Source: an optimization exercise on an open RTL-to-GDS flow (aim: small area, a short achievable clock period and few clock cycles). Production flows keep margins and buffers that such runs may drop. Function was checked by simulation only, so behaviour that the tests miss may differ from the original.

==> flow/design.v, too long to show whole: its modules and the start of the top module <==
// module Milestone1: 655 lines
// module m1_fa: 3 lines
// module m1_ha: 3 lines
module Milestone1(
		input  logic        CLOCK_50,
		input  logic        Resetn,
		input  logic        start,
		output logic        finish,
		input  logic [15:0] SRAM_read_data,
		output logic [17:0] SRAM_address,
		output logic [15:0] SRAM_write_data,
		output logic        SRAM_we_n
);
  // ...
==> flow/flow/run.sh <==
#!/bin/bash
# Standard layout (unchanged synthesis), with timing repair aiming for a
# setup slack margin so that the achieved period, not just 11.5 ns, is
# optimised.  Each run writes its full output to a log of its own.
set -euo pipefail
bash standard.sh SETUP_SLACK_MARGIN=8.0 finish > standard.log 2>&1
==> flow/standard.sh <==
#!/bin/bash
# synth_recipe.tcl (not shown) runs the flow's synth.tcl, then flattens the netlist and writes it again
# the make line also repeats each setting of config.mk as NAME=value (left out here)
make -C /OpenROAD-flow-scripts/flow DESIGN_CONFIG=/design/flow/config.mk WORK_HOME=/design/flow/orfs CLKGATE_MAP_FILE= SYNTH_SCRIPT=/design/flow/synth_recipe.tcl "${@:-finish}"
==> flow/config.mk <==
export PLATFORM = sky130hd
export DESIGN_NAME = Milestone1
export DESIGN_NICKNAME = Milestone1
export VERILOG_FILES = /design/flow/design.v
export SDC_FILE = /design/flow/constraint.sdc
export NUM_CORES = 4
export LEC_CHECK = 0
export CAP_MARGIN = 20
export CORE_MARGIN = 2
export CORE_UTILIZATION = 60
export SLEW_MARGIN = 20
export SYNTH_HIERARCHICAL = 1
export SYNTH_MINIMUM_KEEP_SIZE = 0
==> flow/constraint.sdc <==
create_clock -name core_clock -period 11.5 [get_ports {CLOCK_50}]
set_input_delay 2.3000 -clock core_clock [delete_from_list [all_inputs] [get_ports {CLOCK_50}]]
set_output_delay 2.3000 -clock core_clock [all_outputs]
set_load 0.01 [all_outputs]
==> impl_summary.log, run 1 <==
[metrics] startpoint of the worst-slack reg-to-reg timing path: fe1[9]
[metrics] adder-cell share of the synthesized area: 0.325
[metrics] Chip Height: 205 µm
[metrics] pre-CTS WS: 7300 ps
[metrics] most common cell after layout, fill and taps aside: sky130_fd_sc_hd__fa_1
[metrics] gate count after technology mapping: 2009
[metrics] antenna-violating nets left: 0
[metrics] post-CTS setup repair buffer count: 63
[metrics] Metal-1 WL: 23900 µm
[metrics] number of gates given a new drive strength after cts: 148
[metrics] met1 usage in global routing: 0.358
[metrics] Inst Count DP: 2565
[metrics] area fraction of the dominant cell type after synthesis: 0.205
[metrics] fill count: 2804
[metrics] most common flop cell mapped by yosys: sky130_fd_sc_hd__edfxtp_1
[metrics] ClkCell Share: 0.0450
[metrics] crit path launch type: flop
[metrics] result of the run: timing/DRC/antenna clean
[metrics] final setup violating endpoints: 0
[metrics] Period Utilization, post-route: 0.325
[metrics] endpoint of the most critical setup path: ur[7]
[metrics] pin count of the biggest net entering global routing: 50
[metrics] startpoint of the lowest-slack hold path: wv[4][6]
[metrics] Num CTS Buffers: 40
[metrics] worst-margin pin slew: 976 ps
[metrics] total number of vias: 15678
[metrics] DRC violation total after the first TritonRoute iteration: 929
[metrics] vias in the first global route: 16325
[metrics] smallest hold slack: 440 ps
[metrics] sequential-to-total area share from yosys stat: 0.387
[metrics] fraction of the mapped netlist area in compound gates: 0.101
[metrics] reg-to-reg endpoint: ur[7]
[metrics] CTS Root Cell: sky130_fd_sc_hd__clkbuf_16
[metrics] area-dominant cell class after layout: multi-input combinational cells
[metrics] highest clock frequency the design can meet: 267 MHz
Testbench counts, summed over its fixed seeds: cycles 775,684.
==> inputs of run 2 (changes only) <==
--- a/flow/design.v
+++ b/flow/design.v
@@ -110,38 +110,38 @@
 assign f_66 = f_42 | f_43;
 m1_ha u_f_67 (.a(f_44), .b(fa5[10]), .s(f_67), .co(f_68));
 assign f_69 = ~fa5[11];
 assign f_70 = fa5[11];
 assign fsum = {f_70, f_68, f_66, f_64, f_62, f_60, f_58, f_56, f_54, f_52, f_50, f_48, f_46, f_45, ge1[3], ge1[2], ge1[1], ge1[0]} + {1'b1, f_69, f_67, f_65, f_63, f_61, f_59, f_57, f_55, f_53, f_51, f_49, f_47, fe3[0], ge2[1], ge2[0], 1'b0, 1'b0};
 logic [7:0]  py, pyn;
 logic [9:0]  ur, vr;     
 logic [9:0]  xu, xv, xun, xvn;
-logic [11:0] sr_a, sr_b, sg_a, sg_b, sb_a, sb_b;
-logic [15:0] sr_lo, sg_lo, sb_lo;
+logic [15:0] sr_a, sr_b, sg_a, sg_b, sb_a, sb_b;
+logic [11:0] sr_lo, sg_lo, sb_lo;
 logic        sr_c, sg_c, sb_c;
-logic [11:0] rr_a, rr_b, rg_a, rg_b, rb_a, rb_b;
+logic [15:0] rr_a, rr_b, rg_a, rg_b, rb_a, rb_b;
 logic        rr_c, rg_c, rb_c;
-logic [11:0] hr, hg, hb;
+logic [15:0] hr, hg, hb;
 logic [7:0]  cr, cg, cb;
-function automatic logic [7:0] clip(input logic [11:0] s);
-	clip = s[11] ? 8'd0 : ((|s[10:8]) ? 8'd255 : s[7:0]);
+function automatic logic [7:0] clip(input logic [15:0] h);
+	clip = h[15] ? 8'd0 : ((|h[14:12]) ? 8'd255 : h[11:4]);
 endfunction
 always_ff @(posedge CLOCK_50) begin
 	rr_a <= sr_a; rr_b <= sr_b; rr_c <= sr_c;
 	rg_a <= sg_a; rg_b <= sg_b; rg_c <= sg_c;
 	rb_a <= sb_a; rb_b <= sb_b; rb_c <= sb_c;
 end
 always_comb begin
 	pyn = ~py;
 	xu = {~ur[9], ur[8:0]}; xun = ~xu;
 	xv = {~vr[9], vr[8:0]}; xvn = ~xv;
-	hr = rr_a + rr_b + {11'd0, rr_c};
-	hg = rg_a + rg_b + {11'd0, rg_c};
-	hb = rb_a + rb_b + {11'd0, rb_c};
+	hr = rr_a + rr_b + {15'd0, rr_c};
+	hg = rg_a + rg_b + {15'd0, rg_c};
+	hb = rb_a + rb_b + {15'd0, rb_c};
 	cr = clip(hr);
 	cg = clip(hg);
 	cb = clip(hb);
 end
 logic csr_1, csr_2, csr_3, csr_4, csr_5, csr_6, csr_7, csr_8;
 logic csr_9, csr_10, csr_11, csr_12, csr_13, csr_14, csr_15, csr_16;
 logic csr_17, csr_18, csr_19, csr_20, csr_21, csr_22, csr_23, csr_24;
 logic csr_25, csr_26, csr_27, csr_28, csr_29, csr_30, csr_31, csr_32;
@@ -306,19 +306,19 @@
 m1_fa u_csr_171 (.a(csr_124), .b(csr_125), .c(csr_77), .s(csr_171), .co(csr_172));
 m1_fa u_csr_173 (.a(csr_126), .b(csr_127), .c(csr_81), .s(csr_173), .co(csr_174));
 m1_fa u_csr_175 (.a(csr_128), .b(csr_129), .c(csr_85), .s(csr_175), .co(csr_176));
 assign csr_177 = ~(csr_130 ^ csr_131);
 assign csr_178 = csr_130 | csr_131;
 assign csr_179 = ~(csr_132 ^ csr_133);
 assign csr_180 = csr_132 | csr_133;
 m1_ha u_csr_181 (.a(csr_134), .b(xv[8]), .s(csr_181), .co(csr_182));
-assign {sr_c, sr_lo} = {1'b0, csr_160, csr_158, csr_156, csr_154, csr_152, csr_150, csr_148, csr_146, csr_144, csr_142, csr_140, csr_138, csr_136, csr_135, xvn[1], xvn[0]} + {1'b0, csr_161, csr_159, csr_157, csr_155, csr_153, csr_151, csr_149, csr_147, csr_145, csr_143, csr_141, csr_139, csr_137, 1'b1, 1'b0, 1'b1};
-assign sr_a = {1'b1, csr_182, csr_180, csr_178, csr_176, csr_174, csr_172, csr_170, csr_168, csr_166, csr_164, csr_162};
-assign sr_b = {1'b0, xv[9], csr_181, csr_179, csr_177, csr_175, csr_173, csr_171, csr_169, csr_167, csr_165, csr_163};
+assign {sr_c, sr_lo} = {1'b0, csr_152, csr_150, csr_148, csr_146, csr_144, csr_142, csr_140, csr_138, csr_136, csr_135, xvn[1], xvn[0]} + {1'b0, csr_153, csr_151, csr_149, csr_147, csr_145, csr_143, csr_141, csr_139, csr_137, 1'b1, 1'b0, 1'b1};
+assign sr_a = {1'b1, csr_182, csr_180, csr_178, csr_176, csr_174, csr_172, csr_170, csr_168, csr_166, csr_164, csr_162, csr_160, csr_158, csr_156, csr_154};
+assign sr_b = {1'b0, xv[9], csr_181, csr_179, csr_177, csr_175, csr_173, csr_171, csr_169, csr_167, csr_165, csr_163, csr_161, csr_159, csr_157, csr_155};
 m1_ha u_csg_1 (.a(py[5]), .b(py[3]), .s(csg_1), .co(csg_2));
 m1_ha u_csg_3 (.a(py[7]), .b(py[5]), .s(csg_3), .co(csg_4));
 m1_ha u_csg_5 (.a(py[6]), .b(py[4]), .s(csg_5), .co(csg_6));
 m1_ha u_csg_7 (.a(py[7]), .b(py[5]), .s(csg_7), .co(csg_8));
 m1_ha u_csg_9 (.a(pyn[7]), .b(py[0]), .s(csg_9), .co(csg_10));
 m1_ha u_csg_11 (.a(py[2]), .b(py[0]), .s(csg_11), .co(csg_12));
 m1_fa u_csg_13 (.a(py[3]), .b(py[1]), .c(xu[9]), .s(csg_13), .co(csg_14));
 m1_ha u_csg_15 (.a(xun[7]), .b(xun[2]), .s(csg_15), .co(csg_16));
@@ -430,19 +430,19 @@
 m1_fa u_csg_211 (.a(csg_164), .b(csg_165), .c(csg_117), .s(csg_211), .co(csg_212));
 m1_fa u_csg_213 (.a(csg_166), .b(csg_167), .c(csg_121), .s(csg_213), .co(csg_214));
 m1_fa u_csg_215 (.a(csg_168), .b(csg_169), .c(csg_125), .s(csg_215), .co(csg_216));
 m1_fa u_csg_217 (.a(csg_170), .b(csg_171), .c(csg_129), .s(csg_217), .co(csg_218));
 m1_fa u_csg_219 (.a(csg_172), .b(csg_173), .c(csg_133), .s(csg_219), .co(csg_220));
 m1_fa u_csg_221 (.a(csg_174), .b(csg_175), .c(csg_137), .s(csg_221), .co(csg_222));
 m1_fa u_csg_223 (.a(csg_176), .b(csg_177), .c(xvn[8]), .s(csg_223), .co(csg_224));
 m1_ha u_csg_225 (.a(csg_178), .b(xvn[9]), .s(csg_225), .co(csg_226));
-assign {sg_c, sg_lo} = {1'b0, csg_204, csg_202, csg_200, csg_198, csg_196, csg_194, csg_192, csg_190, csg_188, csg_186, csg_184, csg_182, csg_180, csg_179, xvn[1], xvn[0]} + {1'b0, csg_205, csg_203, csg_201, csg_199, csg_197, csg_195, csg_193, csg_191, csg_189, csg_187, csg_185, csg_183, csg_181, 1'b1, 1'b0, 1'b1};
-assign sg_a = {1'b1, csg_226, csg_224, csg_222, csg_220, csg_218, csg_216, csg_214, csg_212, csg_210, csg_208, csg_206};
-assign sg_b = {1'b0, 1'b1, csg_225, csg_223, csg_221, csg_219, csg_217, csg_215, csg_213, csg_211, csg_209, csg_207};
+assign {sg_c, sg_lo} = {1'b0, csg_196, csg_194, csg_192, csg_190, csg_188, csg_186, csg_184, csg_182, csg_180, csg_179, xvn[1], xvn[0]} + {1'b0, csg_197, csg_195, csg_193, csg_191, csg_189, csg_187, csg_185, csg_183, csg_181, 1'b1, 1'b0, 1'b1};
+assign sg_a = {1'b1, csg_226, csg_224, csg_222, csg_220, csg_218, csg_216, csg_214, csg_212, csg_210, csg_208, csg_206, csg_204, csg_202, csg_200, csg_198};
+assign sg_b = {1'b0, 1'b1, csg_225, csg_223, csg_221, csg_219, csg_217, csg_215, csg_213, csg_211, csg_209, csg_207, csg_205, csg_203, csg_201, csg_199};
 m1_ha u_csb_1 (.a(py[5]), .b(py[3]), .s(csb_1), .co(csb_2));
 m1_ha u_csb_3 (.a(py[6]), .b(py[4]), .s(csb_3), .co(csb_4));
 m1_fa u_csb_5 (.a(py[7]), .b(py[5]), .c(py[3]), .s(csb_5), .co(csb_6));
 m1_ha u_csb_7 (.a(pyn[4]), .b(xun[6]), .s(csb_7), .co(csb_8));
 m1_fa u_csb_9 (.a(pyn[5]), .b(xun[7]), .c(xun[5]), .s(csb_9), .co(csb_10));
 m1_ha u_csb_11 (.a(xu[2]), .b(xu[0]), .s(csb_11), .co(csb_12));
 m1_fa u_csb_13 (.a(pyn[6]), .b(xun[8]), .c(xun[6]), .s(csb_13), .co(csb_14));
 m1_ha u_csb_15 (.a(xu[3]), .b(xu[1]), .s(csb_15), .co(csb_16));
@@ -518,19 +518,19 @@
 assign csb_140 = csb_94 | csb_95;
 assign csb_141 = ~(csb_96 ^ csb_97);
 assign csb_142 = csb_96 | csb_97;
 assign csb_143 = ~(csb_98 ^ csb_99);
 assign csb_144 = csb_98 | csb_99;
 m1_ha u_csb_145 (.a(csb_100), .b(xu[7]), .s(csb_145), .co(csb_146));
 assign csb_147 = ~xu[8];
 assign csb_148 = xu[8];
-assign {sb_c, sb_lo} = {1'b0, csb_126, csb_124, csb_122, csb_120, csb_118, csb_116, csb_114, csb_112, csb_110, csb_108, csb_106, csb_104, csb_102, csb_101, xun[1], xun[0]} + {1'b0, csb_127, csb_125, csb_123, csb_121, csb_119, csb_117, csb_115, csb_113, csb_111, csb_109, csb_107, csb_105, csb_103, xun[0], 1'b0, 1'b1};
-assign sb_a = {1'b1, csb_148, csb_146, csb_144, csb_142, csb_140, csb_138, csb_136, csb_134, csb_132, csb_130, csb_128};
-assign sb_b = {1'b0, xu[9], csb_147, csb_145, csb_143, csb_141, csb_139, csb_137, csb_135, csb_133, csb_131, csb_129};
+assign {sb_c, sb_lo} = {1'b0, csb_118, csb_116, csb_114, csb_112, csb_110, csb_108, csb_106, csb_104, csb_102, csb_101, xun[1], xun[0]} + {1'b0, csb_119, csb_117, csb_115, csb_113, csb_111, csb_109, csb_107, csb_105, csb_103, xun[0], 1'b0, 1'b1};
+assign sb_a = {1'b1, csb_148, csb_146, csb_144, csb_142, csb_140, csb_138, csb_136, csb_134, csb_132, csb_130, csb_128, csb_126, csb_124, csb_122, csb_120};
+assign sb_b = {1'b0, xu[9], csb_147, csb_145, csb_143, csb_141, csb_139, csb_137, csb_135, csb_133, csb_131, csb_129, csb_127, csb_125, csb_123, csb_121};
 always_ff @(posedge CLOCK_50 or negedge Resetn) begin
 	if (!Resetn) begin
 		state     <= S_IDLE;
 		ph        <= 4'd0;
 		kcol      <= 7'd0;
 		ya        <= 16'd0;
 		rgb       <= 17'h03E00;
 		finish    <= 1'b0;
==> flow/flow/run.sh (replaced) <==
#!/bin/bash
# Standard layout (unchanged synthesis), with timing repair aiming for a
# setup slack margin so that the achieved period, not just 11.5 ns, is
# optimised.  Each run writes its full output to a log of its own.
set -euo pipefail
bash standard.sh SETUP_SLACK_MARGIN=7.8 finish > standard.log 2>&1
==> flow/config.mk (replaced) <==
export PLATFORM = sky130hd
export DESIGN_NAME = Milestone1
export DESIGN_NICKNAME = Milestone1
export VERILOG_FILES = /design/flow/design.v
export SDC_FILE = /design/flow/constraint.sdc
export NUM_CORES = 4
export LEC_CHECK = 0
export CAP_MARGIN = 20
export CORE_MARGIN = 2
export CORE_UTILIZATION = 40
export SLEW_MARGIN = 20
export SYNTH_HIERARCHICAL = 1
export SYNTH_MINIMUM_KEEP_SIZE = 0
==> run 2 against run 1 <==
Net effect: wire length is 1.9% lower; synthesized cell count is 1.7% higher; cell count is 7.9% higher; final area is 1.8% lower; die area is 52% higher; synthesized area is 2.0% higher; clock skew is 1.8 ps higher; core utilization is 26 points lower.
==> impl_summary.log, run 2 <==
[metrics] number of I/O port buffers: 54 (unchanged)
[metrics] Crit. Startpoint: fe1[8] (was fe1[9])
[metrics] synthesis warning total: 9 (unchanged)
[metrics] largest cells by area after synthesis: sky130_fd_sc_hd__edfxtp_1 (20%), sky130_fd_sc_hd__fa_1 (19%), sky130_fd_sc_hd__dfxtp_1 (15%), sky130_fd_sc_hd__ha_1 (12%), sky130_fd_sc_hd__dfrtp_1 (4.3%) (was sky130_fd_sc_hd__edfxtp_1 (21%), sky130_fd_sc_hd__fa_1 (20%), sky130_fd_sc_hd__dfxtp_1 (13%), sky130_fd_sc_hd__ha_1 (12%), sky130_fd_sc_hd__dfrtp_1 (4.4%))
[metrics] Setup Skew: 21.1 ps (was 19.3 ps)
[metrics] number of placement rows: 91 (was 73)
[metrics] highest clock frequency the design can meet: 267 MHz (about the same)
[metrics] synthesized area per cell: 12.1 µm² (about the same)
[metrics] startpoint of the worst-slack reg-to-reg timing path: fe1[8] (was fe1[9])
[metrics] EDFF count, synth: 166 (unchanged)
[metrics] sink count of the clock tree: 397 (was 373)
[metrics] synth unique cells: 87 (was 89)
[metrics] vias in the first global route: 16176 (was 16325)
[metrics] total congestion overflow: 0 (unchanged)
[metrics] sequential-to-total area share from yosys stat: 0.399 (was 0.387)
[metrics] Final Max Slew Viols: 0 (unchanged)
[metrics] commonest non-fill, non-tap cells in the layout: sky130_fd_sc_hd__ha_1 (237), sky130_fd_sc_hd__fa_1 (232), sky130_fd_sc_hd__inv_1 (220) (was sky130_fd_sc_hd__fa_1 (225), sky130_fd_sc_hd__ha_1 (213), sky130_fd_sc_hd__inv_1 (206))
[metrics] critical path start-end classification: reg2reg (unchanged)
[metrics] Total GRT Usage: 0.179 (was 0.283)
[metrics] flip-flop and latch count after synthesis: 397 (was 373)
[metrics] area grow syn2layout: 14.1% (was 18.5%)
[metrics] area of the core: 61400 µm² (was 39800 µm²)
[metrics] CP max stage cell: sky130_fd_sc_hd__fa_2 (unchanged)
[metrics] count of nets after finishing: 2642 (was 2699)
[metrics] path class of the lowest-slack min-delay path: reg2reg (unchanged)
[metrics] final setup violating endpoints: 0 (unchanged)
[metrics] Synth Cell Area: 24700 µm² (was 24300 µm²)
[metrics] DPL Wire Length: 42100 µm (was 41300 µm)
[metrics] total die area: 63900 µm² (was 42100 µm²)
[metrics] startpoint of the lowest-slack hold path: bbuf[7] (was wv[4][6])
[metrics] most common cell after layout, fill and taps aside: sky130_fd_sc_hd__ha_1 (was sky130_fd_sc_hd__fa_1)
[metrics] share of layout cells above drive strength 1: 0.134 (was 0.219)
[metrics] CTS H-tree lvls: 2 (unchanged)
[metrics] final weighted congestion in routability-driven placement: 0.864 (was 0.898)
[metrics] most used standard cell by instance count after synthesis: sky130_fd_sc_hd__ha_1
[metrics] first-pass GRT wire length: 89000 µm (was 89600 µm)
[metrics] total number of vias: 15513 (was 15678)
[metrics] pin count of the biggest net entering global routing: 50 (unchanged)
[metrics] Num CTS Buffers: 46 (was 40)
[metrics] clk slew on worst S/H paths: 60 ps (about the same)
[metrics] Chip Height: 253 µm (was 205 µm)
[metrics] min cycle time layout: 3750 ps (was 3740 ps)
[metrics] initial antenna violation count: 2 (was 1)
[metrics] drt drc: 0 (unchanged)
[metrics] Die W: 253 µm (was 205 µm)
[metrics] result of the run: timing/DRC/antenna clean (unchanged)
[metrics] cell taking the most area after synthesis: sky130_fd_sc_hd__edfxtp_1 (unchanged)
[metrics] longest individual stage delay on the worst path: 580 ps (was 540 ps)
[metrics] maximum number of buffers from clock root to sink: 3 (unchanged)
[metrics] crit path launch type: flop (unchanged)
[metrics] Worst Setup End Kind: flop (unchanged)
[metrics] cts hold-fix bufs: 0 (unchanged)
[metrics] max-cap violation count: 0 (unchanged)
[metrics] Req. time, crit path: 11830 ps (was 11800 ps)
[metrics] Final TNS setup: 0 ps (unchanged)
[metrics] category of cells accounting for the largest share of critical-path delay: adder cells (unchanged)
[metrics] area fraction of the dominant cell type after synthesis: 0.201 (was 0.205)
[metrics] vias per std cell: 5.22 (was 5.70)
[metrics] sequence of cells on the critical path: fa_2 > fa_1 > fa_1 > ha_4 > nand4_1 > or2_4 > a21oi_4 > o2111a_2 > o31ai_4 > and3_4 > or2_4 (was inv_2 > fa_2 > fa_1 > fa_1 > ha_4 > o21a_1 > o2111ai_4 > and3_4 > nor2_4 > a21oi_4 > xnor2_4 > mux2_4)
[metrics] diodes inserted: 0 (was 1)
[metrics] antenna-violating nets left: 0 (unchanged)
[metrics] initial cell density of the core: 0.403 (was 0.609)
[metrics] Critical Path AT: 4070 ps (was 4040 ps)
[metrics] clock tree from TritonCTS: built (unchanged)
[metrics] Final Hold Violating Endpoints: 0 (unchanged)
[metrics] Post-synth ARST share: 0.123 (was 0.131)
[metrics] total iterations of the first detailed-routing run: 5 (unchanged)
[metrics] Crit path buffers/inverters: 0 (was 1)
[metrics] drt total wl: 56600 µm (was 57700 µm)
[metrics] Post-Syn Nets: 2544 (was 2512)
[metrics] worst reg2reg setup slack: 7750 ps (was 7760 ps)
[metrics] worst-margin pin slew: 979 ps (was 976 ps)
[metrics] registers with the most flip-flops: wu x48, wv x48, SRAM_address x18 (unchanged)
[metrics] fill count: 5505 (was 2804)
[metrics] final core area utilization: 0.460 (was 0.722)
[metrics] most frequent cells after synthesis: sky130_fd_sc_hd__ha_1 (245), sky130_fd_sc_hd__fa_1 (236), sky130_fd_sc_hd__inv_1 (223), sky130_fd_sc_hd__dfxtp_1 (182), sky130_fd_sc_hd__edfxtp_1 (166) (was sky130_fd_sc_hd__fa_1 (242), sky130_fd_sc_hd__ha_1 (242), sky130_fd_sc_hd__inv_1 (227), sky130_fd_sc_hd__edfxtp_1 (166), sky130_fd_sc_hd__dfxtp_1 (158))
[metrics] most common flop cell mapped by yosys: sky130_fd_sc_hd__dfxtp_1 (was sky130_fd_sc_hd__edfxtp_1)
[metrics] Top-Level Pins: 55 (unchanged)
[metrics] area of all sequential standard cells: 9870 µm² (was 9400 µm²)
[metrics] CTS Root Cell: sky130_fd_sc_hd__clkbuf_16 (unchanged)
[metrics] routed length per instance: 19.1 µm (was 21.0 µm)
[metrics] DRC violation total after the first TritonRoute iteration: 692 (was 929)
[metrics] clock latency at the later pin of the worst-skew pair: 590 ps (was 570 ps)
[metrics] unrepaired setup endpoints after global routing: yes (unchanged)
[metrics] total area of multi-input combinational cells: 14100 µm² (was 14900 µm²)
[metrics] Period Utilization, post-route: 0.326 (was 0.325)
[metrics] worst max-slew margin expressed relative to the limit: 0.346 (was 0.347)
[metrics] gate count after technology mapping: 2044 (was 2009)
[metrics] CP max FO: 3 (unchanged)
==> run 2: cell types whose count changed after synthesis, sizes merged, moves of 6 or more <==
cell,before,now
nor3,17,23
o21ai,83,74
nand2b,15,9
nor2b,20,14
a21oi,109,116
fa,242,236
o21a,12,18
dfxtp,158,182
or2,4,11
clkbuf,20,26
==> run 2: cell type report <==
type | count | share of cell area
clock buffers | 64 | 0.0460
flip-flops and latches | 397 | 0.350
clock inverters | 21 | 0.00896
inverters | 223 | 0.0298
multi-input cells | 1383 | 0.501
well taps | 790 | 0.0350
repair buffers | 91 | 0.0291
==> run 2: worst paths after layout <==
kind                                       end  cells after the start
min reg2reg                SRAM_write_data[15]                      2
min in group asynchronous               rgb[4]                      2
min                        SRAM_write_data[15]                      2
max in group asynchronous               fsel_v                      2
max reg2reg                              vo[9]                     11
max                                      vo[9]                     11
==> run 2: kinds of logic (layout without fill, tap and decap cells) <==
kind of cell / Yosys count / in the layout / share of synthesized area
XOR/XNOR: 113 / 113 / 0.0400
multiplexers: 87 / 87 / 0.0391
AND/OR/NAND/NOR: 335 / 335 / 0.0657
adder cells (fa/ha/maj): 481 / 481 / 0.315
buffers and inverters: 266 / 399 / 0.0424
flip-flops: 397 / 397 / 0.399
AO/OA/AOI/OAI: 365 / 367 / 0.0992
==> run 2: through the flow <==
stage                     hold WS [ps]  instances  setup WS [ps]  area [µm²]
after detailed placement           424       2862           7430       26200
after floorplan                    415       2044           7820       24800
after global placement             423       2862           7510       26200
after global routing               452       2969           7620       28200
final                              436       2969           7750       28200
after CTS                          438       2953           7750       27900
==> run 2: worst reg2reg max path, cell delays in order, from the launching register on <==
cell	delay, ps
sky130_fd_sc_hd__dfxtp_1	330
sky130_fd_sc_hd__fa_2	580
sky130_fd_sc_hd__fa_1	440
sky130_fd_sc_hd__fa_1	520
sky130_fd_sc_hd__ha_4	300
sky130_fd_sc_hd__nand4_1	70
sky130_fd_sc_hd__or2_4	260
sky130_fd_sc_hd__a21oi_4	210
sky130_fd_sc_hd__o2111a_2	300
sky130_fd_sc_hd__o31ai_4	70
sky130_fd_sc_hd__and3_4	190
sky130_fd_sc_hd__or2_4	230
==> run 2: per-module statistics from Yosys (local to each module, per instance) <==
module	cell area [µm²]	cells inside
m1_fa	20.0	1
Milestone1	19600	1767
m1_ha	12.5	1
==> run 2: routing by layer <==
metal	wire length [µm]	share of wire	up-vias	global-route usage
li1	-	-	7277	-
met5	0	0	-	0
met1	26000	0.46	7825	0.247
met4	1350	0.024	0	0.0529
met2	27000	0.48	319	0.293
met3	2270	0.040	92	0.0251
==> run 2: what timing repair did <==
action                     in CTS  in global routing
buffers inserted                5                 14
pin swaps                      17                 19
resized for setup              65                 39
cloned                          1                  2
setup endpoints to repair      60                104
Testbench counts of run 2, summed over its fixed seeds: cycles 775,684.

[afterwards: timing with drivers on the ports]
How much do the figures lean on ideal ports? The routed layouts below were timed once more, with nothing changed but the port constraints. Step 1 sets driving cells, clkbuf_16 on the clock port and buf_2 on the other inputs (assumed; they add their load-dependent delay and slew). Step 2, shift: input delay + t, output delay - t, t = (earliest + latest rising clock arrival at the registers) / 2. This alone moves slack from input paths to output paths. Slacks: ideal ports / drivers / drivers and shift; pairs: ideal ports / drivers.
run	t (ns)	slack for setup (ns)	hold WS [ns]
run 1	0.615	7.760 / 7.760 / 7.551	0.440 / 0.440 / 0.440
run 2	0.642	7.752 / 7.752 / 7.620	0.436 / 0.436 / 0.436
After both steps every run listed still meets setup and hold. For run 1, which loses most, drivers alone change the setup slack by 0.000 ns; drivers and shift together by -0.209 ns.
